Context: an optimization exercise on an open-source flow, tuned for small area and a short achievable clock period. The choices shown serve that exercise and are no tape-out recipe.
Where RTL was checked, it was by simulation tests only, not by an equivalence proof against the original.
Function not checked in runs 1, 7 and 8: the RTL went through the layout flow alone.

[design.v]
`timescale 1ns / 1ps
module IPD_core
	(
		input wire [18:0] yk, rk,
		input wire [18:0] yp,       
		input wire [18:0] ik1,
		output wire [18:0] n_ik1,
		output wire [19:0] n_a
    );
localparam [18:0] MAX = 19'h3FFFF;
localparam [18:0] MIN = 19'h40000;
function [18:0] clamp20(input [19:0] s);
	clamp20 = (s[19] != s[18]) ? (s[19] ? MIN : MAX) : s[18:0];
endfunction
function [39:0] csa(input [19:0] a, input [19:0] b, input [19:0] c);
	csa = {((a & b) | (a & c) | (b & c)) << 1, a ^ b ^ c};
endfunction
wire ypmin = (yp == MIN);
wire ymin = (yk == MIN);
wire [19:0] t0 = {yk[18], yk} - {yp[18], yp};
wire [19:0] t = {t0[19] ^ ypmin, t0[18:0]};
wire signed [19:0] ts = t;
wire d_min = ts >= 20'sd3496;       
wire d_max = ts <= -20'sd3496;      
wire dsat = d_min | d_max;
wire d_wrap = (ts >= 20'sd1748) | (ts <= -20'sd1748);
wire [39:0] l1 = csa(~(t << 7), ~(t << 4), ~(t << 3));
wire [39:0] l2 = csa(l1[19:0], {l1[39:21], 1'b1}, {t[18:0], 1'b1});
wire signed [18:0] ys = yk;
wire p_min = ys >= 19'sd29128;      
wire p_max = ys <= -19'sd29128;     
wire psat = p_min | p_max;
wire p_wrap = (ys >= 19'sd14564) | (ys <= -19'sd14564);
wire par_p = psat ? p_max : p_wrap;
wire [19:0] yw = {yk[18], yk};
wire [19:0] p18 = (yw << 4) + (yw << 1);
wire [19:0] n18 = 20'd0 - p18;
wire [19:0] pk0 = p_min ? 20'hC0000 : p_max ? 20'hBFFFF : n18;
wire [19:0] pm1 = p_min ? 20'hBFFFF : p_max ? 20'hBFFFE : ~p18;
wire [39:0] l3 = csa(l2[19:0], {l2[39:21], 1'b1}, pm1);
wire [19:0] v = l3[19:0] + {l3[39:21], 1'b1};
wire [19:0] a_w = {v[19] ^ d_wrap ^ par_p, v[18:0]};
wire [19:0] pd = d_max ? pm1 : pk0;
wire [1:0] pd_hi = pd[19:18] + 2'b11;
wire [19:0] a_s = {pd_hi[1] ^ d_max ^ par_p, pd_hi[0], pd[17:0]};
wire [19:0] a = dsat ? a_s : a_w;            
wire [19:0] e0 = {rk[18], rk} - {yk[18], yk};
wire [19:0] e = {e0[19] ^ ymin, e0[18:0]};
wire signed [19:0] es = e;
wire m_max = es >= 20'sd74899;
wire m_min = es <= -20'sd74899;
wire msat = m_max | m_min;
wire m_wrap = (es >= 20'sd37450) | (es <= -20'sd37450);
wire [39:0] lq = csa(e << 3, ~e, {ik1[18], ik1});
wire [19:0] q = lq[19:0] + {lq[39:21], 1'b1};
wire [18:0] ik_w = clamp20({q[19] ^ m_wrap, q[18:0]});
wire [18:0] ik1_dec = {1'b0, ik1[17:0]} + 19'h7FFFF;
wire [18:0] ik_max = ik1[18] ? ik1_dec : MAX;
wire [18:0] ik_min = ik1[18] ? MIN : {1'b1, ik1[17:0]};
wire [18:0] ik = m_max ? ik_max : m_min ? ik_min : ik_w;
assign n_ik1 = ik;
assign n_a = a;
endmodule
module IPD_out
	(
		input wire [19:0] a1,      
		input wire [18:0] ik1,
		output wire [18:0] pidk
    );
localparam [18:0] MAX = 19'h3FFFF;
localparam [18:0] MIN = 19'h40000;
wire [18:0] a = (a1[19] != a1[18]) ? (a1[19] ? MIN : MAX) : a1[18:0];
wire [19:0] sum = {a[18], a} + {ik1[18], ik1};
assign pidk = (sum[19] != sum[18]) ? {sum[19], {18{~sum[19]}}} : sum[18:0];
endmodule
module I_PD #(parameter size=19)
	(
		input wire clk, rst, EN,
		input wire signed [size-1:0] yk, rk,
		output wire signed [size-1:0] pidk
    );
reg [18:0] yp, ik1;
reg [19:0] a1;
wire [18:0] n_ik1;
wire [19:0] n_a;
IPD_core core (.yk(yk), .rk(rk), .yp(yp), .ik1(ik1),
	.n_ik1(n_ik1), .n_a(n_a));
IPD_out out (.a1(a1), .ik1(ik1), .pidk(pidk));
always @(posedge clk or posedge rst)
begin
	if (rst) begin
		yp <= 19'd0;
		ik1 <= 19'd0;
		a1 <= 20'd0;
	end
	else if (EN) begin
		yp <= yk;
		ik1 <= n_ik1;
		a1 <= n_a;
	end
end
endmodule
[flow/run.sh]
#!/bin/bash
# Standard ORFS layout, except that the port buffers are buf_2 cells
# instead of the delay cells buffer_ports picks by default.
set -euo pipefail
export BUFFER_PORTS_ARGS="-buffer_cell sky130_fd_sc_hd__buf_2"
bash standard.sh finish > standard_flow.log 2>&1
[standard.sh]
#!/bin/bash
# synth_recipe.tcl (not shown) runs the flow's synth.tcl, then flattens the netlist and writes it again
# the make line also repeats each setting of config.mk as NAME=value (left out here)
make -C /OpenROAD-flow-scripts/flow DESIGN_CONFIG=/design/flow/config.mk WORK_HOME=/design/flow/orfs CLKGATE_MAP_FILE= SYNTH_SCRIPT=/design/flow/synth_recipe.tcl "${@:-finish}"
[config.mk]
export PLATFORM = sky130hd
export DESIGN_NAME = I_PD
export DESIGN_NICKNAME = I_PD
export VERILOG_FILES = /design/flow/design.v
export SDC_FILE = /design/flow/constraint.sdc
export NUM_CORES = 4
export LEC_CHECK = 0
export CAP_MARGIN = 20
export CORE_MARGIN = 2
export CORE_UTILIZATION = 60
export PLACE_DENSITY = 0.75
export SLEW_MARGIN = 20
[constraint.sdc]
create_clock -name core_clock -period 20.0 [get_ports {clk}]
set_input_delay 4.0000 -clock core_clock [delete_from_list [all_inputs] [get_ports {clk}]]
set_output_delay 4.0000 -clock core_clock [all_outputs]
set_load 0.01 [all_outputs]
==> results.sh, run 1 <==
export IMPL_end_kind="flop"
export IMPL_synth_xor_area_share_pct=8.636
export IMPL_synthesis_instances=1563
export IMPL_cpMostUsedCell="ha_1"
export IMPL_cts_hold_fix_buffers=0
export IMPL_synthAdderAreaFrac_pct=23.48
export IMPL_multi_input_area_mm2=0.009515
export IMPL_status="finished clean"
export IMPL_die_x_um=144.1
export IMPL_async_flop_share_pct=100.0
export IMPL_critPathTopFamily="compound AO/OA/AOI/OAI gates"
export IMPL_path_class="in2reg"
export IMPL_num_rows=51
export IMPL_wirelength_um=33650
export IMPL_critPathBufInv=2
export IMPL_clk_path_buf_depth=2
export IMPL_viasPerCell=6.219
export IMPL_fin_hold_ws_ps=514.5
export IMPL_fin_crit_sh_pct=52.55
export IMPL_portBuffers=59
export IMPL_rsz0062_at_grt="false"
export IMPL_cts_buffers=9
export IMPL_ys_types=96
export IMPL_yosysMostFrequentCell="inv_1"
export IMPL_worstMarginPinSlew_ps=992.3
export IMPL_cap_viol_max_count=0
export IMPL_critPathCapture="ik1[3]$_DFFE_PP0P_"
export IMPL_fillers=1798
export IMPL_wl_per_cell_um=18.03
export IMPL_hold_class="reg2reg"
export IMPL_synth_compound_area_share_pct=25.40
export IMPL_critPathLaunch="yk[0]"
export IMPL_grt_pass1_wl_um=53760
export IMPL_max_slew_margin_rel_pct=33.62
export IMPL_critPathMaxFanout=14
export IMPL_ys_warn_count=2
export IMPL_ys_seq_area_share_pct=12.32
export IMPL_slowest_stage="mux2i_2"
export IMPL_h_tree_depth=3
export IMPL_rr_endpoint="a1[19]$_DFFE_PP0P_"
export IMPL_clk_pin_slew_ps=60
export IMPL_finalMaxSlewViolations=0
export IMPL_arrival_ps=10800
export IMPL_synth_top_family_by_area="compound AO/OA/AOI/OAI gates"
export IMPL_layout_drive_gt1_share_pct=8.063
export IMPL_drc=0
export IMPL_synth_edf_count=0
export IMPL_place_congestion=0.9546
export IMPL_die_area_mm2=0.02077
export IMPL_crit_required_ps=20290
export IMPL_ctsResizeCount=0
export IMPL_reg2regPathDepth=25
export IMPL_muxShareOfSynthArea_pct=1.179
export IMPL_skew_ps=21.24
export IMPL_placed_cells=1849
export IMPL_place_ws_ps=9265
export IMPL_hold_viol_final=0
export IMPL_regArea_mm2=0.001451
export IMPL_clkSinkCount=58
export IMPL_nets=1821
export IMPL_drt_iter0_drc=1024
export IMPL_fin_setup_tns_ps=0
export IMPL_path_cells="buf_2, ha_1, inv_1, fa_1, a21o_1, a21oi_2, o21ai_1, a211oi_1, nor3_1, nor2_1, fa_1, ha_1, or4_1, a211oi_1, nor4_1, nor2_1, o31ai_1, a211o_1, a31o_2, xor2_1, ha_1, or4b_1, mux2i_2, a221o_1"
export IMPL_syn_avg_cell_area_um2=7.536
export IMPL_ys_seq_elements=58
export IMPL_synth_top_cells_by_area="ha_1 14%, dfrtp_1 12%, fa_1 8.8%"
export IMPL_grt_overflow=0
export IMPL_core_area_mm2=0.01933
export IMPL_period_needed_ps=10510
export IMPL_synth_simple_gate_area_share_pct=22.00
export IMPL_dr_pass1_iters=5
export IMPL_chipHeight_um=144.1
export IMPL_antenna_found_initial=1
export IMPL_syn_nets=1789
export IMPL_startpoint_type="input pin"
export IMPL_antenna_left=0
export IMPL_grt_start_max_net_pins=85
export IMPL_fin_ws_ps=9490
export IMPL_worst_r2r_setup_slack_ps=13560
export IMPL_vias=11605
export IMPL_initial_core_util_pct=60.92
export IMPL_netlist_area_leader_share_pct=14.13
export IMPL_ioPinCount=60
export IMPL_synth_area_mm2=0.01178
export IMPL_grt_use_total_pct=32.65
export IMPL_setup_viol=0
export IMPL_cpPeakStageDelay_ps=600
export IMPL_synth_common_cells="168 x inv_1, 165 x nor2_1, 135 x a21oi_1"
export IMPL_grt_pass1_vias=10642
export IMPL_r2r_start="yp[3]$_DFFE_PP0P_"
export IMPL_crit_cells=24
export IMPL_dp_hpwl_um=26920
export IMPL_synth_area_leader_cell="ha_1"
export IMPL_fin_cells=1866
export IMPL_cts_setup_buffers=0
export IMPL_synth_ff_type="dfrtp_1"
export IMPL_cts_tree="done"
export IMPL_max_freq_ghz=0.09515
export IMPL_area_growth_pct=6.830
export IMPL_cts_root_buf="clkbuf_16"
export IMPL_insertion_delay_ps=360
-- cell type report --
type                    instances  share of cell area (%)
diodes                          1                 0.01989
clock buffers                  11                   1.929
clock inverters                 5                  0.4276
inverters                     172                   5.131
multi-input cells            1289                   75.62
flip-flops and latches         58                   11.53
well taps                     265                   2.635
repair buffers                 65                   2.705
-- flip-flops by register name (all words and copies together), names as in the netlist --
signal	cells
a1	20
ik1	19
yp	19
-- worst min-delay path: cells and delay by family (launching register included) --
family           cells  cell delay [ps]
flip-flops           1              350
AND/OR/NAND/NOR      2              130
-- metal layers --
metal  GRT usage [%]  part of all wire, %  up-vias
li1                -                    -     5658
met1           43.65                   44     5452
met2           54.61                   46      435
met3           4.603                  6.6       60
met4           10.47                  2.8        0
met5               0                    0        -
-- worst min-delay path by stage --
stage                     cells after the start  slack, ps                 end                from
after floorplan                               2        460   a1[1]$_DFFE_PP0P_   a1[1]$_DFFE_PP0P_
after global placement                        2        480   a1[1]$_DFFE_PP0P_   a1[1]$_DFFE_PP0P_
after detailed placement                      2        500   a1[9]$_DFFE_PP0P_   a1[9]$_DFFE_PP0P_
after CTS                                     2        520  a1[10]$_DFFE_PP0P_  a1[10]$_DFFE_PP0P_
after global routing                          2        550   a1[1]$_DFFE_PP0P_   a1[1]$_DFFE_PP0P_
final                                         2        510  a1[10]$_DFFE_PP0P_  a1[10]$_DFFE_PP0P_
-- cells in the final DEF, fill, tap and decap left out, drive strengths merged, types with 14 or more instances in the layout --
cell type  Yosys  layout
buf            8      65
nand2b        29      29
nand3         35      35
a31oi         16      16
xor2          46      46
o21a          20      20
a211oi        21      21
or3           17      17
dfrtp         58      58
nor3          46      46
and3          20      20
o211ai        18      18
a21oi        136     136
a21o          29      29
inv          170     170
o21ai         98      98
fa            52      52
nand2         95      95
xnor2         65      65
a211o         14      14
ha           133     133
nand4         16      16
nor4          24      24
nor2b         19      19
nor2         166     166
-- logic make-up (layout without fill, tap and decap cells) --
logic type / after synthesis / count (layout)
mux: 12 / 12
flops: 58 / 58
compound gates: 456 / 456
xor+xnor: 113 / 113
buf+inv: 216 / 253
other cells: 0 / 1
simple gates: 517 / 517
fa+ha+maj: 191 / 191
-- through the flow --
step	cell area [µm²]	utilization [%]
global route	12580	65.08
CTS	12580	65.05
floorplan	11780	-
finish	12580	65.08
global placement	12280	63.52
detailed placement	12280	63.52
==> run 2: changes to the inputs <==
--- a/design.v
+++ b/design.v
@@ -34,13 +34,11 @@
 wire par_p = psat ? p_max : p_wrap;
 wire [19:0] yw = {yk[18], yk};
 wire [19:0] p18 = (yw << 4) + (yw << 1);
-wire [19:0] n18 = 20'd0 - p18;
-wire [19:0] pk0 = p_min ? 20'hC0000 : p_max ? 20'hBFFFF : n18;
 wire [19:0] pm1 = p_min ? 20'hBFFFF : p_max ? 20'hBFFFE : ~p18;
 wire [39:0] l3 = csa(l2[19:0], {l2[39:21], 1'b1}, pm1);
 wire [19:0] v = l3[19:0] + {l3[39:21], 1'b1};
 wire [19:0] a_w = {v[19] ^ d_wrap ^ par_p, v[18:0]};
-wire [19:0] pd = d_max ? pm1 : pk0;
+wire [19:0] pd = pm1 + {19'd0, ~d_max};
 wire [1:0] pd_hi = pd[19:18] + 2'b11;
 wire [19:0] a_s = {pd_hi[1] ^ d_max ^ par_p, pd_hi[0], pd[17:0]};
 wire [19:0] a = dsat ? a_s : a_w;            
--- a/config.mk
+++ b/config.mk
@@ -7,6 +7,6 @@
 export LEC_CHECK = 0
 export CAP_MARGIN = 20
 export CORE_MARGIN = 2
-export CORE_UTILIZATION = 60
-export PLACE_DENSITY = 0.75
+export CORE_UTILIZATION = 40
+export PLACE_DENSITY = 0.6
 export SLEW_MARGIN = 20
==> results.sh, run 2 <==
export IMPL_hold_viol_final=0
export IMPL_insertion_delay_ps=350
export IMPL_wirelength_um=33840
export IMPL_h_tree_depth=3
export IMPL_netlist_area_leader_share_pct=14.63
export IMPL_largest_reg_flops=20
export IMPL_wl_per_cell_um=17.54
export IMPL_syn_nets=1740
export IMPL_synth_edf_count=0
export IMPL_cts_tree="done"
export IMPL_vias=10923
export IMPL_fin_cells=1929
export IMPL_end_kind="flop"
export IMPL_multi_input_area_mm2=0.009219
export IMPL_ys_types=81
export IMPL_ys_seq_area_share_pct=12.67
export IMPL_area_growth_pct=8.485
export IMPL_clkSinkCount=58
export IMPL_setup_viol=0
export IMPL_rsz0062_at_grt="false"
export IMPL_finalMaxSlewViolations=0
export IMPL_synth_top_cells_by_area="ha_1 15%, dfrtp_1 13%, fa_1 9.1%"
export IMPL_n_antenna_cell=0
export IMPL_arrival_ps=10360
export IMPL_drt_iter0_drc=733
export IMPL_skew_ps=10.30
export IMPL_regArea_mm2=0.001451
export IMPL_r2r_start="yp[3]$_DFFE_PP0P_"
export IMPL_cap_viol_max_count=0
export IMPL_grt_start_max_net_pins=82
export IMPL_grt_pass1_wl_um=54100
export IMPL_final_common_cell="inv_1"
export IMPL_cts_setup_buffers=0
export IMPL_place_congestion=0.9123
export IMPL_dr_pass1_iters=5
export IMPL_drc=0
export IMPL_fillers=2925
export IMPL_die_area_mm2=0.03001
export IMPL_viasPerCell=5.663
export IMPL_startpoint_type="input pin"
export IMPL_synth_area_leader_cell="ha_1"
export IMPL_reg2regPathDepth=23
export IMPL_postPlaceCellArea_mm2=0.01210
export IMPL_placed_cells=1913
export IMPL_place_ws_ps=9607
export IMPL_status="finished clean"
export IMPL_dp_hpwl_um=27420
export IMPL_synth_area_mm2=0.01146
export IMPL_async_flop_share_pct=100.0
export IMPL_clk_pin_slew_ps=60
export IMPL_clk_path_buf_depth=2
export IMPL_yosysMostFrequentCell="inv_1"
export IMPL_synthesis_instances=1513
export IMPL_initial_core_util_pct=40.90
export IMPL_fin_crit_sh_pct=50.65
export IMPL_ys_warn_count=2
export IMPL_largestRegisters="a1 x20, ik1 x19, yp x19"
export IMPL_nets=1773
export IMPL_grt_overflow=0
export IMPL_period_needed_ps=10130
export IMPL_worstMarginPinSlew_ps=854.7
export IMPL_antenna_found_initial=0
export IMPL_min_delay_path_depth=1
export IMPL_path_class="in2reg"
export IMPL_ys_seq_elements=58
export IMPL_final_cell_mix="161 x inv_1, 148 x nand2_1, 134 x ha_1"
export IMPL_chipHeight_um=173.2
export IMPL_syn_avg_cell_area_um2=7.573
export IMPL_synth_common_cells="162 x inv_1, 148 x nand2_1, 134 x ha_1"
export IMPL_core_area_mm2=0.02801
export IMPL_hold_class="reg2reg"
export IMPL_fin_ws_ps=9870
export IMPL_critPathMaxFanout=19
export IMPL_num_rows=61
export IMPL_cts_hold_fix_buffers=0
export IMPL_die_x_um=173.2
export IMPL_cts_root_buf="clkbuf_16"
export IMPL_worstHoldStart="a1[7]$_DFFE_PP0P_"
export IMPL_max_freq_ghz=0.09872
export IMPL_design_area_mm2=0.01243
export IMPL_grt_use_total_pct=22.13
export IMPL_synth_ff_type="dfrtp_1"
export IMPL_rr_endpoint="a1[19]$_DFFE_PP0P_"
export IMPL_portBuffers=59
export IMPL_ctsResizeCount=0
export IMPL_grt_pass1_vias=10377
export IMPL_critPathLaunch="yk[4]"
export IMPL_antenna_left=0
export IMPL_ioPinCount=60
export IMPL_worst_r2r_setup_slack_ps=13710
export IMPL_top_register="a1"
export IMPL_max_slew_margin_rel_pct=41.39
export IMPL_fin_setup_tns_ps=0
export IMPL_fin_hold_ws_ps=507.2
export IMPL_layout_drive_gt1_share_pct=7.415
export IMPL_crit_required_ps=20230
export IMPL_cts_buffers=9
export IMPL_whs_endpoint="a1[7]$_DFFE_PP0P_"
run 2: changes by cell type after synthesis, moves of 8 or more:
cell / change
nand2_1: +53
nor2_1: -38
a21oi_1: -30
o21ai_0: +23
a31oi_1: +10
a32o_1: +10
nor3_1: -10
a211oi_1: -9
o211ai_1: -9
a211o_1: -8
and3_1: -8
nand2b_1: -8
run 2: worst max-delay path by stage:
stage / end / slack [ps]
finish: ik1[15]$_DFFE_PP0P_ / 9870
global route: ik1[1]$_DFFE_PP0P_ / 9420
CTS: ik1[2]$_DFFE_PP0P_ / 9970
detailed placement: ik1[15]$_DFFE_PP0P_ / 9610
global placement: ik1[2]$_DFFE_PP0P_ / 9780
floorplan: ik1[10]$_DFFE_PP0P_ / 10590
run 2: cells by family after synthesis:
| group | Yosys count | synth area share, % |
|---|---|---|
| AO/OA/AOI/OAI | 443 | 25.65 |
| XOR/XNOR | 110 | 8.649 |
| adder cells (fa/ha/maj) | 197 | 24.68 |
| buffers and inverters | 207 | 6.924 |
| flip-flops | 58 | 12.67 |
| multiplexers | 19 | 1.747 |
| AND/OR/NAND/NOR | 479 | 19.68 |
run 2: final cells by class:
cell class | count | area share, %
clock inverters | 4 | 0.5939
multi-input cells | 1248 | 74.17
repair buffers | 65 | 2.738
well taps | 378 | 3.805
inverters | 164 | 4.953
clock buffers | 12 | 2.064
flip-flops and latches | 58 | 11.68
run 2: layer usage:
metal | routed length (µm) | part of all wire [%] | track usage, %
met5 | 0 | 0 | 0
met4 | 699 | 2.1 | 5.579
met3 | 1445 | 4.3 | 2.478
met2 | 15950 | 47 | 38.10
met1 | 15740 | 47 | 29.56
run 2: worst max-delay path, stage by stage:
cell,delay [ps]
buf_2,250
inv_1,80
ha_1,370
a2111o_1,490
o21bai_4,210
a21oi_1,190
xor2_1,530
fa_1,530
ha_1,340
a21o_1,200
a21oi_1,220
a21boi_0,120
a31oi_1,240
o221ai_1,170
o41ai_1,460
o21ai_0,170
xnor3_1,460
ha_1,550
o211a_4,420
a221o_1,330
run 2: metrics by stage:
stage / util, %
after CTS: 44.37
after global placement: 43.19
after floorplan: -
final: 44.37
after global routing: 44.37
after detailed placement: 43.19
==> run 3: changes to the inputs <==
--- a/config.mk
+++ b/config.mk
@@ -8,5 +8,6 @@
 export CAP_MARGIN = 20
 export CORE_MARGIN = 2
 export CORE_UTILIZATION = 40
+export CTS_BUF_LIST = sky130_fd_sc_hd__clkbuf_8
 export PLACE_DENSITY = 0.6
 export SLEW_MARGIN = 20
==> results.sh, run 3 <==
export IMPL_skew_ps=19.66
export IMPL_arrival_ps=10350
export IMPL_cts_buffers=9
export IMPL_grt_use_total_pct=22.07
export IMPL_portBuffers=59
export IMPL_critPathLaunch="yk[4]"
export IMPL_grt_overflow=0
export IMPL_die_x_um=173.2
export IMPL_viasPerCell=5.685
export IMPL_path_class="in2reg"
export IMPL_fin_setup_tns_ps=0
export IMPL_num_rows=61
export IMPL_crit_required_ps=20260
export IMPL_largest_reg_flops=20
export IMPL_period_needed_ps=10100
export IMPL_synth_common_cells="162 x inv_1, 148 x nand2_1, 134 x ha_1"
export IMPL_synthesis_instances=1513
export IMPL_netlist_area_leader_share_pct=14.63
export IMPL_cts_hold_fix_buffers=0
export IMPL_worstHoldStart="a1[7]$_DFFE_PP0P_"
export IMPL_synth_edf_count=0
export IMPL_drt_iter0_drc=752
export IMPL_max_freq_ghz=0.09905
export IMPL_status="finished clean"
export IMPL_place_congestion=0.9123
export IMPL_r2r_start="yp[3]$_DFFE_PP0P_"
export IMPL_initial_core_util_pct=40.90
export IMPL_syn_avg_cell_area_um2=7.573
export IMPL_vias=10966
export IMPL_nets=1773
export IMPL_ys_types=81
export IMPL_hold_viol_final=0
export IMPL_antenna_found_initial=0
export IMPL_top_register="a1"
export IMPL_worstMarginPinSlew_ps=854.7
export IMPL_layout_drive_gt1_share_pct=7.415
export IMPL_setup_viol=0
export IMPL_hold_class="reg2reg"
export IMPL_rsz0062_at_grt="false"
export IMPL_final_common_cell="inv_1"
export IMPL_chipHeight_um=173.2
export IMPL_startpoint_type="input pin"
export IMPL_ys_seq_elements=58
export IMPL_h_tree_depth=3
export IMPL_fin_crit_sh_pct=50.48
export IMPL_async_flop_share_pct=100.0
export IMPL_ioPinCount=60
export IMPL_ctsResizeCount=0
export IMPL_max_slew_margin_rel_pct=41.39
export IMPL_dp_hpwl_um=27420
export IMPL_largestRegisters="a1 x20, ik1 x19, yp x19"
export IMPL_n_antenna_cell=0
export IMPL_synth_top_cells_by_area="ha_1 15%, dfrtp_1 13%, fa_1 9.1%"
export IMPL_clk_pin_slew_ps=80
export IMPL_yosysMostFrequentCell="inv_1"
export IMPL_grt_start_max_net_pins=82
export IMPL_cts_tree="done"
export IMPL_critPathMaxFanout=19
export IMPL_dr_pass1_iters=6
export IMPL_wl_per_cell_um=17.47
export IMPL_end_kind="flop"
export IMPL_syn_nets=1740
export IMPL_insertion_delay_ps=370
export IMPL_clkSinkCount=58
export IMPL_final_cell_mix="162 x inv_1, 148 x nand2_1, 134 x ha_1"
export IMPL_finalMaxSlewViolations=0
export IMPL_grt_pass1_vias=10350
export IMPL_grt_pass1_wl_um=53900
export IMPL_area_growth_pct=7.601
export IMPL_die_area_mm2=0.03001
export IMPL_synth_area_mm2=0.01146
export IMPL_antenna_left=0
export IMPL_cts_setup_buffers=0
export IMPL_ys_seq_area_share_pct=12.67
export IMPL_cts_root_buf="clkbuf_8"
export IMPL_ys_warn_count=2
export IMPL_cap_viol_max_count=0
export IMPL_synth_area_leader_cell="ha_1"
export IMPL_synth_ff_type="dfrtp_1"
export IMPL_wirelength_um=33700
export IMPL_core_area_mm2=0.02801
export IMPL_clk_path_buf_depth=2
export IMPL_drc=0
run 3: logic make-up after synthesis:
group,Yosys count,share of synthesized area (%)
xor gates and xnor gates,110,8.649
and+or+nand+nor,479,19.68
AOI/OAI and AO/OA,443,25.65
DFF,58,12.67
buffers and inverters,207,6.924
adders and majority gates,197,24.68
muxes,19,1.747
run 3: final cells by class:
cell class	count	area, µm²
Fill cell	2938	15680
Multi-Input combinational cell	1248	9219
Sequential cell	58	1451
Inverter	164	615.6
Tap cell	378	473.0
Timing Repair Buffer	65	340.3
Clock buffer	11	151.4
Clock inverter	5	77.57
run 3: per-stage QoR:
| stage | cell area [µm²] | setup WS [ps] | utilization [%] | instances | hold WS, ps |
|---|---|---|---|---|---|
| 4_1_cts | 12330 | 10000 | 44.01 | 1929 | 516.0 |
| 2_1_floorplan | 11460 | 10590 | - | 1513 | 481.4 |
| 3_3_place_gp | 12100 | 9779 | 43.19 | 1913 | 496.9 |
| 5_1_grt | 12330 | 9453 | 44.01 | 1929 | 536.8 |
| 6_report | 12330 | 9904 | 44.01 | 1929 | 509.9 |
| 3_5_place_dp | 12100 | 9607 | 43.19 | 1913 | 501.7 |
run 3: critical path, stage by stage:
cell	delay, ps
buf_2	250
inv_1	80
ha_1	370
a2111o_1	490
o21bai_4	210
a21oi_1	190
xor2_1	530
fa_1	530
ha_1	340
a21o_1	200
a21oi_1	220
a21boi_0	120
a31oi_1	240
o221ai_1	170
o41ai_1	460
o21ai_0	170
xnor3_1	460
ha_1	550
o211a_4	420
a221o_1	330
run 3: worst paths after layout:
path,end,slack (ps),depth (start not counted)
min in group asynchronous,ik1[4]$_DFFE_PP0P_,3860,3
max reg2reg,a1[19]$_DFFE_PP0P_,13700,23
max,ik1[2]$_DFFE_PP0P_,9900,20
min reg2reg,a1[7]$_DFFE_PP0P_,510,1
min,a1[7]$_DFFE_PP0P_,510,1
max in group asynchronous,a1[4]$_DFFE_PP0P_,15590,3
run 3: metal layers:
layer | track usage [%] | share of wire [%] | vias up
met5 | 0 | 0 | -
met4 | 5.438 | 2.1 | 0
met3 | 2.588 | 4.2 | 49
met2 | 37.92 | 47 | 275
met1 | 29.52 | 47 | 5170
li1 | - | - | 5472
==> run 4: changes to the inputs <==
--- a/config.mk
+++ b/config.mk
@@ -11,3 +11,4 @@
 export CTS_BUF_LIST = sky130_fd_sc_hd__clkbuf_8
 export PLACE_DENSITY = 0.6
 export SLEW_MARGIN = 20
+export SYNTH_HIERARCHICAL = 1
==> results.sh, run 4 <==
export IMPL_status="finished clean"
export IMPL_nets=1753
export IMPL_cts_hold_fix_buffers=0
export IMPL_ys_warn_count=8
export IMPL_cts_buffers=9
export IMPL_synth_area_leader_cell="ha_1"
export IMPL_cap_viol_max_count=0
export IMPL_largestRegisters="a1 x20, ik1 x19, yp x19"
export IMPL_fin_hold_ws_ps=512.8
export IMPL_ys_seq_elements=58
export IMPL_cts_root_buf="clkbuf_8"
export IMPL_antenna_found_initial=1
export IMPL_skew_ps=19.95
export IMPL_hold_viol_final=0
export IMPL_path_class="in2reg"
export IMPL_top_register="a1"
export IMPL_clk_pin_slew_ps=60
export IMPL_h_tree_depth=3
export IMPL_rsz0062_at_grt="false"
export IMPL_cts_tree="done"
export IMPL_ys_types=99
export IMPL_design_area_mm2=0.01311
export IMPL_chipHeight_um=179.2
export IMPL_largest_reg_flops=20
export IMPL_end_kind="flop"
export IMPL_clk_path_buf_depth=2
export IMPL_hold_class="reg2reg"
export IMPL_critPathMaxFanout=10
export IMPL_startpoint_type="input pin"
export IMPL_initial_core_util_pct=40.37
export IMPL_fillers=3089
export IMPL_synth_edf_count=0
export IMPL_max_slew_margin_rel_pct=27.20
export IMPL_critPathBufInv=4
export IMPL_ys_seq_area_share_pct=11.82
export IMPL_antenna_left=0
export IMPL_die_area_mm2=0.03213
export IMPL_viasPerCell=5.745
export IMPL_vias=11076
export IMPL_final_cell_mix="168 x inv_1, 135 x ha_1, 105 x a21oi_1"
export IMPL_wirelength_um=35910
export IMPL_dr_pass1_iters=5
export IMPL_crit_required_ps=20240
export IMPL_grt_overflow=0
export IMPL_core_area_mm2=0.03043
export IMPL_fin_crit_sh_pct=50.37
export IMPL_grt_pass1_wl_um=57010
export IMPL_postPlaceCellArea_mm2=0.01290
export IMPL_synth_ff_type="dfrtp_1"
export IMPL_drt_iter0_drc=798
export IMPL_synth_common_cells="168 x inv_1, 135 x ha_1, 105 x a21oi_1"
export IMPL_die_x_um=179.2
export IMPL_grt_start_max_net_pins=59
export IMPL_ioPinCount=60
export IMPL_cts_setup_buffers=0
export IMPL_fin_setup_tns_ps=0
export IMPL_dp_hpwl_um=29150
export IMPL_critPathTopFamily="adder cells"
export IMPL_syn_avg_cell_area_um2=8.283
export IMPL_synth_area_mm2=0.01228
export IMPL_area_growth_pct=6.733
export IMPL_max_freq_ghz=0.09926
export IMPL_drc=0
export IMPL_clkSinkCount=58
export IMPL_period_needed_ps=10070
export IMPL_grt_use_total_pct=22.69
export IMPL_cpPeakStageDelay_ps=720
export IMPL_final_common_cell="inv_1"
export IMPL_insertion_delay_ps=370
export IMPL_finalMaxSlewViolations=0
export IMPL_ctsResizeCount=0
export IMPL_syn_nets=1711
export IMPL_setup_viol=0
export IMPL_arrival_ps=10310
export IMPL_synth_top_cells_by_area="ha_1 14%, dfrtp_1 12%, fa_1 8.5%"
export IMPL_async_flop_share_pct=100.0
export IMPL_yosysMostFrequentCell="inv_1"
export IMPL_portBuffers=59
export IMPL_grt_pass1_vias=10577
export IMPL_num_rows=64
export IMPL_wl_per_cell_um=18.63
export IMPL_worstMarginPinSlew_ps=1092
export IMPL_place_congestion=0.9380
export IMPL_netlist_area_leader_share_pct=13.75
export IMPL_synthesis_instances=1483
export IMPL_slowest_stage="xor2_1"
export IMPL_layout_drive_gt1_share_pct=14.05
-- run 4: cell types whose count changed after synthesis, sizes merged, moves of 9 or more --
cell / previous run / this run
nand2: 148 / 101
nand3: 41 / 32
mux2: 8 / 60
nor2b: 18 / 9
buf: 9 / 22
o31ai: 11 / 21
a32o: 11 / 2
a211oi: 13 / 22
o21ai: 119 / 95
xor2: 40 / 51
clkbuf: 34 / 12
maj3: 11 / 22
nor2: 128 / 78
a31oi: 27 / 17
-- run 4: final timing paths --
path / endpoint / slack (ps) / start / depth (start not counted)
min in group asynchronous: a1[17]$_DFFE_PP0P_ / 3840 / rst / 3
min reg2reg: a1[13]$_DFFE_PP0P_ / 510 / a1[13]$_DFFE_PP0P_ / 1
max in group asynchronous: yp[13]$_DFFE_PP0P_ / 15590 / rst / 3
min: a1[13]$_DFFE_PP0P_ / 510 / a1[13]$_DFFE_PP0P_ / 1
max: a1[19]$_DFFE_PP0P_ / 9930 / yk[0] / 26
max reg2reg: a1[19]$_DFFE_PP0P_ / 13470 / yp[0]$_DFFE_PP0P_ / 24
-- run 4: Yosys stat by module, one instance, submodules excluded --
module / cells inside / copies in the design / area (µm²) / flops+latches
IPD_core: 1179 / 1 / 8636 / 0
IPD_out: 181 / 1 / 1415 / 0
I_PD: 123 / 1 / 2232 / 58
-- run 4: logic make-up after synthesis --
group	count (synthesis)	share of synthesized area (%)
buffers and inverters	204	6.978
and+or+nand+nor	396	16.77
AOI/OAI and AO/OA	428	24.69
DFF	58	11.82
adders and majority gates	209	24.02
muxes	66	6.703
xor gates and xnor gates	122	9.025
-- run 4: layer usage --
| layer | global-route usage (%) | up-vias | routed length (µm) |
|---|---|---|---|
| li1 | - | 5457 | - |
| met1 | 30.06 | 5287 | 16200 |
| met2 | 38.30 | 288 | 17000 |
| met3 | 2.502 | 44 | 1640 |
| met4 | 7.762 | 0 | 1076 |
| met5 | 0 | - | 0 |
-- run 4: area by class of cell --
cell class,instances,area (µm²),share of cell area (%)
antenna,2,5.005,0.03818
multi-input combinational,1221,9975,76.08
sequential,58,1451,11.07
inverter,170,638.1,4.867
clock buffer,11,151.4,1.155
tap,396,495.5,3.779
clock inverter,5,53.80,0.4104
timing repair buffer,65,340.3,2.596
-- run 4: metrics by stage --
stage | util, % | cells | worst slack [ps]
3_3_place_gp | 42.39 | 1910 | 9807
5_1_grt | 43.08 | 1927 | 9383
6_report | 43.08 | 1928 | 9926
3_5_place_dp | 42.39 | 1910 | 9665
2_1_floorplan | - | 1483 | 10660
4_1_cts | 43.07 | 1926 | 10040
==> run 5: changes to the inputs <==
--- a/config.mk
+++ b/config.mk
@@ -9,6 +9,7 @@
 export CORE_MARGIN = 2
 export CORE_UTILIZATION = 40
 export CTS_BUF_LIST = sky130_fd_sc_hd__clkbuf_8
+export CTS_CLUSTER_DIAMETER = 200
+export CTS_CLUSTER_SIZE = 40
 export PLACE_DENSITY = 0.6
 export SLEW_MARGIN = 20
-export SYNTH_HIERARCHICAL = 1
==> results.sh, run 5 <==
export IMPL_viasPerCell=5.685
export IMPL_cts_setup_buffers=0
export IMPL_place_ws_ps=9607
export IMPL_ys_seq_elements=58
export IMPL_grt_overflow=0
export IMPL_core_area_mm2=0.02801
export IMPL_ctsResizeCount=0
export IMPL_final_common_cell="inv_1"
export IMPL_layout_drive_gt1_share_pct=7.415
export IMPL_placed_cells=1913
export IMPL_dr_pass1_iters=6
export IMPL_end_kind="flop"
export IMPL_drc=0
export IMPL_ioPinCount=60
export IMPL_vias=10966
export IMPL_critPathMaxFanout=19
export IMPL_grt_pass1_wl_um=53900
export IMPL_wl_per_cell_um=17.47
export IMPL_area_growth_pct=7.601
export IMPL_clkSinkCount=58
export IMPL_fin_crit_sh_pct=50.48
export IMPL_insertion_delay_ps=370
export IMPL_dp_hpwl_um=27420
export IMPL_path_class="in2reg"
export IMPL_r2r_start="yp[3]$_DFFE_PP0P_"
export IMPL_synth_area_mm2=0.01146
export IMPL_grt_pass1_vias=10350
export IMPL_grt_use_total_pct=22.07
export IMPL_fin_setup_tns_ps=0
export IMPL_critPathLaunch="yk[4]"
export IMPL_setup_viol=0
export IMPL_synthesis_instances=1513
export IMPL_syn_nets=1740
export IMPL_async_flop_share_pct=100.0
export IMPL_max_slew_margin_rel_pct=41.39
export IMPL_max_freq_ghz=0.09905
export IMPL_skew_ps=19.66
export IMPL_n_antenna_cell=0
export IMPL_hold_class="reg2reg"
export IMPL_synth_area_leader_cell="ha_1"
export IMPL_status="finished clean"
export IMPL_die_area_mm2=0.03001
export IMPL_cts_hold_fix_buffers=0
export IMPL_fin_ws_ps=9904
export IMPL_clk_path_buf_depth=2
export IMPL_rsz0062_at_grt="false"
export IMPL_period_needed_ps=10100
export IMPL_die_x_um=173.2
export IMPL_place_congestion=0.9123
export IMPL_cts_tree="done"
export IMPL_synth_edf_count=0
export IMPL_h_tree_depth=3
export IMPL_antenna_found_initial=0
export IMPL_portBuffers=59
export IMPL_synth_top_cells_by_area="ha_1 15%, dfrtp_1 13%, fa_1 9.1%"
export IMPL_hold_viol_final=0
export IMPL_startpoint_type="input pin"
export IMPL_ys_types=81
export IMPL_finalMaxSlewViolations=0
export IMPL_rr_endpoint="a1[19]$_DFFE_PP0P_"
export IMPL_postLayoutCoreUtil_pct=44.01
export IMPL_yosysMostFrequentCell="inv_1"
export IMPL_largestRegisters="a1 x20, ik1 x19, yp x19"
export IMPL_cts_root_buf="clkbuf_8"
export IMPL_drt_iter0_drc=752
export IMPL_cap_viol_max_count=0
export IMPL_top_register="a1"
export IMPL_largest_reg_flops=20
export IMPL_synth_common_cells="162 x inv_1, 148 x nand2_1, 134 x ha_1"
export IMPL_arrival_ps=10350
export IMPL_grt_start_max_net_pins=82
export IMPL_fin_cells=1929
export IMPL_initial_core_util_pct=40.90
export IMPL_reg2regPathDepth=23
export IMPL_worst_r2r_setup_slack_ps=13700
export IMPL_ys_warn_count=2
export IMPL_nets=1773
export IMPL_crit_required_ps=20260
export IMPL_ys_seq_area_share_pct=12.67
export IMPL_synth_ff_type="dfrtp_1"
export IMPL_antenna_left=0
export IMPL_syn_avg_cell_area_um2=7.573
export IMPL_worstMarginPinSlew_ps=854.7
export IMPL_final_cell_mix="162 x inv_1, 148 x nand2_1, 134 x ha_1"
export IMPL_critPathCapture="ik1[2]$_DFFE_PP0P_"
export IMPL_netlist_area_leader_share_pct=14.63
export IMPL_cts_buffers=9
export IMPL_chipHeight_um=173.2
export IMPL_clk_pin_slew_ps=80
export IMPL_wirelength_um=33700
export IMPL_num_rows=61
-- run 5: changes by cell type after synthesis, sizes merged, moves of 10 or more --
cell | before | now
maj3 | 22 | 11
nand2 | 101 | 148
o31ai | 21 | 11
clkbuf | 12 | 34
xor2 | 51 | 40
nor2 | 78 | 128
o21ai | 95 | 119
buf | 22 | 9
mux2 | 60 | 8
a31oi | 17 | 27
-- run 5: worst min-delay path by stage --
stage                        from                  to  slack (ps)  depth (start not counted)
4_1_cts         a1[7]$_DFFE_PP0P_   a1[7]$_DFFE_PP0P_         520                          1
3_5_place_dp    a1[7]$_DFFE_PP0P_   a1[7]$_DFFE_PP0P_         500                          1
3_3_place_gp    a1[9]$_DFFE_PP0P_   a1[9]$_DFFE_PP0P_         500                          1
5_1_grt         a1[7]$_DFFE_PP0P_   a1[7]$_DFFE_PP0P_         540                          1
2_1_floorplan  a1[10]$_DFFE_PP0P_  a1[10]$_DFFE_PP0P_         480                          1
6_report        a1[7]$_DFFE_PP0P_   a1[7]$_DFFE_PP0P_         510                          1
-- run 5: metal layers --
metal / track usage [%] / vias up / share of wire [%]
met1: 29.52 / 5170 / 47
li1: - / 5472 / -
met3: 2.588 / 49 / 4.2
met5: 0 / - / 0
met2: 37.92 / 275 / 47
met4: 5.438 / 0 / 2.1
-- run 5: final cells by class --
| class | instances | area, µm² |
|---|---|---|
| well taps | 378 | 473.0 |
| multi-input cells | 1248 | 9219 |
| flip-flops and latches | 58 | 1451 |
| clock inverters | 5 | 77.57 |
| repair buffers | 65 | 340.3 |
| inverters | 164 | 615.6 |
| clock buffers | 11 | 151.4 |
| fillers | 2938 | 15680 |
-- run 5: cells by family after synthesis --
kind of cell	share of synthesized area [%]
simple gates	19.68
buf+inv	6.924
mux	1.747
xor+xnor	8.649
compound gates	25.65
fa+ha+maj	24.68
flops	12.67
-- run 5: critical path, cell delays in order --
cell and delay, ps:
buf_2 250, inv_1 80, ha_1 370, a2111o_1 490, o21bai_4 210, a21oi_1 190, xor2_1 530, fa_1 530
ha_1 340, a21o_1 200, a21oi_1 220, a21boi_0 120, a31oi_1 240, o221ai_1 170, o41ai_1 460, o21ai_0 170
xnor3_1 460, ha_1 550, o211a_4 420, a221o_1 330
-- run 5: stage by stage --
step	instance area (µm²)	hold slack [ps]
6_report	12330	509.9
2_1_floorplan	11460	481.4
5_1_grt	12330	536.8
3_3_place_gp	12100	496.9
3_5_place_dp	12100	501.7
4_1_cts	12330	516.0
==> run 6: changes to the inputs <==
==> flow/run.sh (replaced) <==
#!/bin/bash
# Standard ORFS layout, except that the port buffers are buf_2 cells
# instead of the delay cells buffer_ports picks by default, and synthesis
# leaves full and half adders to ABC instead of extracting them first.
set -euo pipefail
export BUFFER_PORTS_ARGS="-buffer_cell sky130_fd_sc_hd__buf_2"
bash standard.sh ADDER_MAP_FILE= finish > standard_flow.log 2>&1
--- a/config.mk
+++ b/config.mk
@@ -9,7 +9,5 @@
 export CORE_MARGIN = 2
 export CORE_UTILIZATION = 40
 export CTS_BUF_LIST = sky130_fd_sc_hd__clkbuf_8
-export CTS_CLUSTER_DIAMETER = 200
-export CTS_CLUSTER_SIZE = 40
 export PLACE_DENSITY = 0.6
 export SLEW_MARGIN = 20
==> results.sh, run 6 <==
export IMPL_ctsResizeCount=0
export IMPL_nets=2019
export IMPL_die_x_um=190.2
export IMPL_num_rows=68
export IMPL_finalMaxSlewViolations=0
export IMPL_grt_use_total_pct=26.45
export IMPL_cap_viol_max_count=0
export IMPL_yosysMostFrequentCell="xnor2_1"
export IMPL_dp_hpwl_um=38000
export IMPL_grt_pass1_vias=13991
export IMPL_viasPerCell=6.229
export IMPL_clkSinkCount=58
export IMPL_grt_pass1_wl_um=76210
export IMPL_chipHeight_um=190.2
export IMPL_wirelength_um=48650
export IMPL_hold_class="reg2reg"
export IMPL_fin_setup_tns_ps=0
export IMPL_cts_buffers=9
export IMPL_postPlaceCellArea_mm2=0.01431
export IMPL_grt_overflow=0
export IMPL_ioPinCount=60
export IMPL_top_register="a1"
export IMPL_synth_area_leader_cell="xnor2_1"
export IMPL_postLayoutCoreUtil_pct=42.20
export IMPL_synth_ff_type="dfrtp_1"
export IMPL_place_congestion=0.9548
export IMPL_netlist_area_leader_share_pct=13.70
export IMPL_cpMostUsedCell="maj3_1"
export IMPL_design_area_mm2=0.01451
export IMPL_core_area_mm2=0.03437
export IMPL_fin_ws_ps=9689
export IMPL_hold_viol_final=0
export IMPL_dr_pass1_iters=6
export IMPL_max_freq_ghz=0.09698
export IMPL_r2r_start="yp[0]$_DFFE_PP0P_"
export IMPL_h_tree_depth=3
export IMPL_layout_drive_gt1_share_pct=7.161
export IMPL_setup_viol=0
export IMPL_max_slew_margin_rel_pct=33.93
export IMPL_drc=0
export IMPL_worstHoldStart="a1[3]$_DFFE_PP0P_"
export IMPL_final_common_cell="xnor2_1"
export IMPL_antenna_found_initial=2
export IMPL_antenna_left=0
export IMPL_startpoint_type="flop"
export IMPL_ys_seq_area_share_pct=10.46
export IMPL_synth_common_cells="217 x xnor2_1, 212 x nor2_1, 190 x nand2_1"
export IMPL_cts_hold_fix_buffers=0
export IMPL_status="finished clean"
export IMPL_wl_per_cell_um=19.94
export IMPL_skew_ps=15.22
export IMPL_initial_core_util_pct=40.36
export IMPL_fin_crit_sh_pct=51.56
export IMPL_place_ws_ps=9811
export IMPL_period_needed_ps=10310
export IMPL_portBuffers=59
export IMPL_largest_reg_flops=20
export IMPL_slowest_stage="nor2_1"
export IMPL_synth_area_mm2=0.01387
export IMPL_path_class="reg2out"
export IMPL_insertion_delay_ps=390
export IMPL_final_cell_mix="217 x xnor2_1, 212 x nor2_1, 190 x nand2_1"
export IMPL_synth_edf_count=0
export IMPL_drt_iter0_drc=1302
export IMPL_worstMarginPinSlew_ps=984.0
export IMPL_cpPeakStageDelay_ps=690
export IMPL_ys_warn_count=2
export IMPL_syn_nets=2058
export IMPL_syn_avg_cell_area_um2=6.878
export IMPL_crit_required_ps=16000
export IMPL_path_cells="inv_1, maj3_1, o211ai_1, o211ai_1, a211oi_1, maj3_1, o221ai_1, nand3_1, maj3_1, a21oi_1, maj3_1, maj3_1, maj3_1, nor2_1, a21oi_1, nor2_1, o21ai_0, buf_2"
export IMPL_die_area_mm2=0.03619
export IMPL_end_kind="primary output"
export IMPL_clk_pin_slew_ps=90
export IMPL_cts_root_buf="clkbuf_8"
export IMPL_ys_seq_elements=58
export IMPL_critPathLaunch="a1[19]$_DFFE_PP0P_"
export IMPL_async_flop_share_pct=100.0
export IMPL_area_growth_pct=4.564
export IMPL_critPathMaxFanout=16
export IMPL_synth_top_cells_by_area="xnor2_1 14%, dfrtp_1 10%, nor2_1 5.7%"
export IMPL_worst_r2r_setup_slack_ps=13810
export IMPL_vias=15198
export IMPL_grt_start_max_net_pins=67
export IMPL_synthesis_instances=2017
export IMPL_cts_setup_buffers=0
export IMPL_clk_path_buf_depth=2
export IMPL_largestRegisters="a1 x20, ik1 x19, yp x19"
export IMPL_ys_types=99
export IMPL_cts_tree="done"
export IMPL_rsz0062_at_grt="false"
export IMPL_arrival_ps=6310
==> run 6: cell count changes after synthesis, moves of 26 or more <==
cell      delta
ha_1       -134
fa_1        -52
inv_1      -110
nor2_1      +85
o22ai_1     +26
nand2_1     +42
o21ai_0     +35
xnor2_1    +149
maj3_1      +51
a21oi_1     +31
clkbuf_1    +44
==> run 6: final timing paths <==
kind,endpoint,cells past startpoint
min reg2reg,a1[3]$_DFFE_PP0P_,1
max reg2reg,a1[18]$_DFFE_PP0P_,17
min,a1[3]$_DFFE_PP0P_,1
min in group asynchronous,yp[16]$_DFFE_PP0P_,3
max,pidk[4],18
max in group asynchronous,a1[7]$_DFFE_PP0P_,3
==> run 6: per-stage QoR <==
| step | std cells | hold slack [ps] |
|---|---|---|
| 2_1_floorplan | 2017 | 451.6 |
| 3_3_place_gp | 2422 | 512.4 |
| 3_5_place_dp | 2422 | 515.3 |
| 4_1_cts | 2438 | 531.4 |
| 5_1_grt | 2439 | 571.3 |
| 6_report | 2440 | 523.4 |
==> run 6: logic make-up (layout without fill, tap and decap cells) <==
group	count (synthesis)	in the layout	share of synthesized area [%]
AO/OA/AOI/OAI	657	657	31.74
other	0	2	0
buffers and inverters	172	138	5.033
flip-flops	58	58	10.46
XOR/XNOR	282	282	19.41
multiplexers	36	36	2.751
adder cells (fa/ha/maj)	62	62	4.474
AND/OR/NAND/NOR	750	750	26.13
==> run 6: routing by layer <==
metal	track usage, %	routed length (µm)
met4	11.84	2017
met5	0	0
met3	3.128	2985
met1	33.40	20770
met2	45.19	22880
==> run 6: cell type report <==
type	instances	area (µm²)
Fill cell	3644	19870
Clock buffer	9	123.9
Multi-Input combinational cell	1787	11720
Inverter	55	206.4
Sequential cell	58	1451
Clock inverter	7	71.32
Antenna cell	2	5.005
Tap cell	455	569.3
Timing Repair Buffer	67	355.3
==> run 6: worst max-delay path, delay by kind of cell (launching register included) <==
kind,cells,cell delay (ps)
adder cells (fa/ha/maj),6,2250
AO/OA/AOI/OAI,7,1430
AND/OR/NAND/NOR,3,1060
flip-flops,1,560
buffers and inverters,2,580
==> run 7: changes to the inputs <==
--- a/design.v
+++ b/design.v
@@ -4,14 +4,11 @@
 		input wire [18:0] yk, rk,
 		input wire [18:0] yp,       
 		input wire [18:0] ik1,
-		output wire [18:0] n_ik1,
+		output wire [19:0] n_ik,      
 		output wire [19:0] n_a
     );
 localparam [18:0] MAX = 19'h3FFFF;
 localparam [18:0] MIN = 19'h40000;
-function [18:0] clamp20(input [19:0] s);
-	clamp20 = (s[19] != s[18]) ? (s[19] ? MIN : MAX) : s[18:0];
-endfunction
 function [39:0] csa(input [19:0] a, input [19:0] b, input [19:0] c);
 	csa = {((a & b) | (a & c) | (b & c)) << 1, a ^ b ^ c};
 endfunction
@@ -51,12 +48,12 @@
 wire m_wrap = (es >= 20'sd37450) | (es <= -20'sd37450);
 wire [39:0] lq = csa(e << 3, ~e, {ik1[18], ik1});
 wire [19:0] q = lq[19:0] + {lq[39:21], 1'b1};
-wire [18:0] ik_w = clamp20({q[19] ^ m_wrap, q[18:0]});
+wire [19:0] ik_w = {q[19] ^ m_wrap, q[18:0]};
 wire [18:0] ik1_dec = {1'b0, ik1[17:0]} + 19'h7FFFF;
 wire [18:0] ik_max = ik1[18] ? ik1_dec : MAX;
 wire [18:0] ik_min = ik1[18] ? MIN : {1'b1, ik1[17:0]};
-wire [18:0] ik = m_max ? ik_max : m_min ? ik_min : ik_w;
-assign n_ik1 = ik;
+wire [19:0] ik = m_max ? {ik_max[18], ik_max} : m_min ? {ik_min[18], ik_min} : ik_w;
+assign n_ik = ik;
 assign n_a = a;
 endmodule
 module IPD_out
@@ -77,23 +74,24 @@
 		input wire signed [size-1:0] yk, rk,
 		output wire signed [size-1:0] pidk
     );
-reg [18:0] yp, ik1;
-reg [19:0] a1;
-wire [18:0] n_ik1;
+reg [18:0] yp;
+reg [19:0] a1, ir;
+wire [19:0] n_ik;
+wire [18:0] ik1 = (ir[19] != ir[18]) ? {ir[19], {18{~ir[19]}}} : ir[18:0];
 wire [19:0] n_a;
 IPD_core core (.yk(yk), .rk(rk), .yp(yp), .ik1(ik1),
-	.n_ik1(n_ik1), .n_a(n_a));
+	.n_ik(n_ik), .n_a(n_a));
 IPD_out out (.a1(a1), .ik1(ik1), .pidk(pidk));
 always @(posedge clk or posedge rst)
 begin
 	if (rst) begin
 		yp <= 19'd0;
-		ik1 <= 19'd0;
+		ir <= 20'd0;
 		a1 <= 20'd0;
 	end
 	else if (EN) begin
 		yp <= yk;
-		ik1 <= n_ik1;
+		ir <= n_ik;
 		a1 <= n_a;
 	end
 end
==> flow/run.sh (replaced) <==
#!/bin/bash
# Standard ORFS layout, except that the port buffers are buf_2 cells
# instead of the delay cells buffer_ports picks by default.
set -euo pipefail
export BUFFER_PORTS_ARGS="-buffer_cell sky130_fd_sc_hd__buf_2"
bash standard.sh finish > standard_flow.log 2>&1
--- a/config.mk
+++ b/config.mk
@@ -8,6 +8,5 @@
 export CAP_MARGIN = 20
 export CORE_MARGIN = 2
 export CORE_UTILIZATION = 40
-export CTS_BUF_LIST = sky130_fd_sc_hd__clkbuf_8
 export PLACE_DENSITY = 0.6
 export SLEW_MARGIN = 20
==> results.sh, run 7 <==
export IMPL_status="finished clean"
export IMPL_cpPeakStageDelay_ps=690
export IMPL_die_x_um=176.6
export IMPL_synthesis_instances=1539
export IMPL_period_needed_ps=10110
export IMPL_core_area_mm2=0.02948
export IMPL_synth_ff_type="dfrtp_1"
export IMPL_fin_setup_tns_ps=0
export IMPL_startpoint_type="flop"
export IMPL_slowest_stage="nor2_1"
export IMPL_grt_pass1_vias=10575
export IMPL_vias=11109
export IMPL_clk_path_buf_depth=2
export IMPL_ys_warn_count=2
export IMPL_cts_tree="done"
export IMPL_chipHeight_um=176.6
export IMPL_ys_types=101
export IMPL_ioPinCount=60
export IMPL_clk_pin_slew_ps=60
export IMPL_syn_nets=1769
export IMPL_viasPerCell=5.642
export IMPL_critPathBufInv=2
export IMPL_wirelength_um=35240
export IMPL_ys_seq_area_share_pct=12.39
export IMPL_async_flop_share_pct=100.0
export IMPL_path_cells="ha_1, inv_1, nand2_1, o21a_1, ha_1, a21o_1, a21o_1, a21oi_1, o21bai_1, a21oi_1, o21ai_0, a41oi_1, o21ai_0, nand2_1, a31oi_1, nor2_1, o21ai_0, buf_2"
export IMPL_drc=0
export IMPL_antenna_left=0
export IMPL_finalMaxSlewViolations=0
export IMPL_n_antenna_cell=0
export IMPL_grt_pass1_wl_um=56750
export IMPL_critPathTopFamily="compound AO/OA/AOI/OAI gates"
export IMPL_fin_hold_ws_ps=507.4
export IMPL_setup_viol=0
export IMPL_antenna_found_initial=0
export IMPL_final_cell_mix="188 x inv_1, 151 x a21oi_1, 137 x ha_1"
export IMPL_cts_root_buf="clkbuf_16"
export IMPL_crit_required_ps=16000
export IMPL_dr_pass1_iters=7
export IMPL_drt_iter0_drc=771
export IMPL_ctsResizeCount=0
export IMPL_netlist_area_leader_share_pct=14.39
export IMPL_largestRegisters="a1 x20, ir x20, yp x19"
export IMPL_die_area_mm2=0.03118
export IMPL_arrival_ps=6110
export IMPL_fin_ws_ps=9890
export IMPL_placed_cells=1953
export IMPL_h_tree_depth=3
export IMPL_synth_top_cells_by_area="ha_1 14%, dfrtp_1 12%, fa_1 8.7%"
export IMPL_clkSinkCount=59
export IMPL_syn_avg_cell_area_um2=7.742
export IMPL_max_slew_margin_rel_pct=37.99
export IMPL_rsz0062_at_grt="false"
export IMPL_worst_r2r_setup_slack_ps=13660
export IMPL_yosysMostFrequentCell="inv_1"
export IMPL_synth_area_leader_cell="ha_1"
export IMPL_grt_start_max_net_pins=94
export IMPL_worstHoldStart="a1[0]$_DFFE_PP0P_"
export IMPL_dp_hpwl_um=28700
export IMPL_nets=1804
export IMPL_insertion_delay_ps=350
export IMPL_cts_hold_fix_buffers=0
export IMPL_cap_viol_max_count=0
export IMPL_synth_area_mm2=0.01192
export IMPL_synth_edf_count=0
export IMPL_fin_crit_sh_pct=50.55
export IMPL_fin_cells=1969
export IMPL_layout_drive_gt1_share_pct=9.056
export IMPL_critPathMaxFanout=18
export IMPL_critPathLaunch="ir[19]$_DFFE_PP0P_"
export IMPL_cts_buffers=9
export IMPL_path_class="reg2out"
export IMPL_final_common_cell="inv_1"
export IMPL_place_ws_ps=9941
export IMPL_skew_ps=16.06
export IMPL_ys_seq_elements=59
export IMPL_hold_class="reg2reg"
export IMPL_end_kind="primary output"
export IMPL_hold_viol_final=0
export IMPL_cts_setup_buffers=0
export IMPL_area_growth_pct=8.002
export IMPL_place_congestion=0.8903
export IMPL_grt_use_total_pct=23.00
export IMPL_num_rows=63
export IMPL_worstMarginPinSlew_ps=930.2
export IMPL_initial_core_util_pct=40.42
export IMPL_portBuffers=59
export IMPL_grt_overflow=0
export IMPL_cpMostUsedCell="o21ai_0"
export IMPL_r2r_start="yp[4]$_DFFE_PP0P_"
export IMPL_synth_common_cells="189 x inv_1, 151 x a21oi_1, 137 x ha_1"
export IMPL_wl_per_cell_um=17.90
export IMPL_max_freq_ghz=0.09891
## run 7: final timing paths
path / to / depth (start not counted)
max in group asynchronous: yp[8]$_DFFE_PP0P_ / 3
setup reg to reg: a1[19]$_DFFE_PP0P_ / 24
setup / recovery: pidk[10] / 18
hold reg to reg: a1[0]$_DFFE_PP0P_ / 1
hold / removal: a1[0]$_DFFE_PP0P_ / 1
min in group asynchronous: ir[0]$_DFFE_PP0P_ / 3
## run 7: cells by family after synthesis
| kind of cell | after synthesis | synth area share [%] |
|---|---|---|
| AOI/OAI and AO/OA | 497 | 28.09 |
| and+or+nand+nor | 399 | 16.31 |
| buffers and inverters | 234 | 7.550 |
| adders and majority gates | 191 | 23.29 |
| xor gates and xnor gates | 142 | 10.86 |
| DFF | 59 | 12.39 |
| muxes | 17 | 1.512 |
## run 7: area by class of cell
cell class,count,area (µm²)
fill,3037,16610
multi-input combinational,1246,9547
sequential,59,1476
inverter,192,720.7
tap,390,488.0
timing repair buffer,66,347.8
clock buffer,11,252.7
clock inverter,5,36.28
## run 7: worst reg2reg max path: cells and delay by family, from the launching register on
kind / cells / cell delay [ps]
compound gates: 10 / 2160
simple gates: 4 / 370
fa+ha+maj: 5 / 2000
xor+xnor: 3 / 1020
flops: 1 / 360
buf+inv: 2 / 330
## run 7: through the flow
step	util (%)	area [µm²]
2_1_floorplan	-	11920
3_5_place_dp	42.67	12580
4_1_cts	43.65	12870
5_1_grt	43.65	12870
6_report	43.65	12870
3_3_place_gp	42.67	12580
## run 7: metal layers
metal  up-vias  global-route usage (%)  share of wire [%]
li1       5528                       -                  -
met1      5229                   31.11                 45
met2       306                   38.80                 48
met3        46                   2.519                4.7
met4         0                   6.336                2.3
met5         -                       0                  0
==> run 8: changes to the inputs <==
--- a/design.v
+++ b/design.v
@@ -31,11 +31,13 @@
 wire par_p = psat ? p_max : p_wrap;
 wire [19:0] yw = {yk[18], yk};
 wire [19:0] p18 = (yw << 4) + (yw << 1);
+wire [19:0] n18 = 20'd0 - p18;
+wire [19:0] pk0 = p_min ? 20'hC0000 : p_max ? 20'hBFFFF : n18;
 wire [19:0] pm1 = p_min ? 20'hBFFFF : p_max ? 20'hBFFFE : ~p18;
 wire [39:0] l3 = csa(l2[19:0], {l2[39:21], 1'b1}, pm1);
 wire [19:0] v = l3[19:0] + {l3[39:21], 1'b1};
 wire [19:0] a_w = {v[19] ^ d_wrap ^ par_p, v[18:0]};
-wire [19:0] pd = pm1 + {19'd0, ~d_max};
+wire [19:0] pd = d_max ? pm1 : pk0;
 wire [1:0] pd_hi = pd[19:18] + 2'b11;
 wire [19:0] a_s = {pd_hi[1] ^ d_max ^ par_p, pd_hi[0], pd[17:0]};
 wire [19:0] a = dsat ? a_s : a_w;            
==> results.sh, run 8 <==
export IMPL_status="finished clean"
export IMPL_grtUsageMet2_pct=39.10
export IMPL_fillers=3053
export IMPL_slowest_stage="ha_1"
export IMPL_path_class="reg2out"
export IMPL_wl_per_cell_um=17.70
export IMPL_grt_busiest_layer="met2"
export IMPL_reg2regPathDepth=21
export IMPL_startpoint_type="flop"
export IMPL_clk_path_buf_depth=2
export IMPL_area_growth_pct=8.485
export IMPL_die_x_um=176.8
export IMPL_postLayoutCoreUtil_pct=43.83
export IMPL_rsz0062_at_grt="false"
export IMPL_async_flop_share_pct=100.0
export IMPL_max_freq_ghz=0.09577
export IMPL_synthesis_instances=1592
export IMPL_dp_hpwl_um=28610
export IMPL_synth_top_cells_by_area="ha_1 14%, dfrtp_1 12%, fa_1 8.7%"
export IMPL_ys_types=90
export IMPL_synth_edf_count=0
export IMPL_critPathCapture="pidk[17]"
export IMPL_yosysMostFrequentCell="inv_1"
export IMPL_design_area_mm2=0.01296
export IMPL_postPlaceCellArea_mm2=0.01263
export IMPL_synth_area_mm2=0.01194
export IMPL_synth_ff_type="dfrtp_1"
export IMPL_ys_seq_area_share_pct=12.36
export IMPL_max_slew_margin_rel_pct=38.15
export IMPL_clk_pin_slew_ps=50
export IMPL_arrival_ps=6440
export IMPL_netlist_area_leader_share_pct=14.25
export IMPL_critPathBufInv=3
export IMPL_cts_buffers=9
export IMPL_cpMostUsedCell="a21oi_1"
export IMPL_final_common_cell="inv_1"
export IMPL_syn_avg_cell_area_um2=7.502
export IMPL_critPathMaxFanout=21
export IMPL_period_needed_ps=10440
export IMPL_place_ws_ps=9980
export IMPL_antenna_left=0
export IMPL_antenna_found_initial=0
export IMPL_fin_ws_ps=9558
export IMPL_placed_cells=2004
export IMPL_grt_use_total_pct=22.87
export IMPL_hold_class="reg2reg"
export IMPL_crit_cells=21
export IMPL_wirelength_um=35740
-- run 8: cell count changes after synthesis, sizes merged, moves of 6 or more --
| cell | change |
|---|---|
| a21o | -8 |
| a31oi | -7 |
| clkbuf | +10 |
| inv | +17 |
| mux2i | -6 |
| nand2b | +10 |
| nand3 | +7 |
| nor3 | +21 |
| o21a | -6 |
| o21ai | +12 |
| o21bai | -6 |
| o311a | +9 |
-- run 8: worst register-to-register path, cell delays in order (launching register included) --
cell and delay, ps:
dfrtp_1 440, ha_1 710, inv_1 370, nand2_1 370, o21ai_0 230, inv_1 200, ha_1 280, ha_1 270
a21o_1 190, a21oi_1 220, o21ai_0 110, a21oi_1 220, o21ai_0 220, a41oi_1 370, a21oi_1 150, and4_1 220
a2111oi_0 660, o21bai_1 130, a21oi_1 250, o21ai_0 140, xor2_1 160, o221a_2 230
-- run 8: layer usage --
layer | vias to the layer above | routed length [µm]
met1 | 5497 | 16050
met3 | 61 | 1701
met5 | - | 0
li1 | 5692 | -
met4 | 0 | 878
met2 | 339 | 17110
-- run 8: worst min-delay path by stage --
| stage | slack, ps | endpoint |
|---|---|---|
| after floorplan | 480 | a1[6]$_DFFE_PP0P_ |
| after global placement | 500 | a1[0]$_DFFE_PP0P_ |
| after detailed placement | 500 | a1[1]$_DFFE_PP0P_ |
| after CTS | 520 | a1[1]$_DFFE_PP0P_ |
| after global routing | 540 | a1[6]$_DFFE_PP0P_ |
| final | 510 | a1[1]$_DFFE_PP0P_ |
-- run 8: cell families (layout without fill, tap and decap cells) --
| kind of cell | count (synthesis) | after routing | synth area share, % |
|---|---|---|---|
| fa+ha+maj | 190 | 190 | 23.13 |
| flops | 59 | 59 | 12.36 |
| simple gates | 445 | 445 | 18.18 |
| buf+inv | 259 | 296 | 8.297 |
| xor+xnor | 136 | 136 | 10.40 |
| compound gates | 497 | 497 | 27.10 |
| mux | 6 | 6 | 0.5342 |
-- run 8: layout make-up --
cell class,instances,area [µm²],share of cell area [%]
sequential,59,1476,11.39
clock buffer,11,252.7,1.951
clock inverter,4,73.82,0.5697
tap,390,488.0,3.766
timing repair buffer,72,392.9,3.032
inverter,209,784.5,6.054
multi-input combinational,1274,9489,73.23
-- run 8: through the flow --
step	hold WS (ps)
3_5_place_dp	501.8
4_1_cts	517.0
6_report	514.8
5_1_grt	544.6
2_1_floorplan	475.5
3_3_place_gp	502.3

-- port drivers added, routing unchanged --
The results above use ideal ports. As a check the final layouts listed here were re-extracted and re-timed, cells and wires unchanged.
Step 1: set_driving_cell puts a clkbuf_16 on clk and a buf_2 on each other input, an assumption about the parent block.
Step 2 also shifts input and output timing later by t, the mid clock arrival at the registers, as if the neighbouring blocks saw the same clock.
Slacks: no drivers / after step 1 / after step 2; pairs: no drivers / after step 1.
run	shift t [ns]	slack for setup (ns)	clock arrival spread, ns	worst slew at a driven data input, ns	cell pins on the clock port's net
run 1	0.393	9.490 / 9.517 / 9.124	0.021 / 0.021	0.07	1
run 2	0.388	9.870 / 9.889 / 9.501	0.011 / 0.010	0.05	1
run 3	0.405	9.904 / 9.919 / 9.514	0.020 / 0.020	0.05	1
run 4	0.405	9.926 / 9.911 / 9.506	0.023 / 0.023	0.08	1
run 5	0.405	9.904 / 9.919 / 9.514	0.020 / 0.020	0.05	1
run 6	0.429	9.689 / 9.642 / 9.739	0.018 / 0.018	0.09	1
run 7	0.395	9.890 / 9.842 / 9.846	0.016 / 0.016	0.06	1
run 8	0.385	9.558 / 9.512 / 9.896	0.012 / 0.011	0.08	1
After both steps setup and hold are still met in every run listed. The setup slack of run 4, which loses most, moves by -0.015 ns with the drivers and by -0.420 ns with both steps.
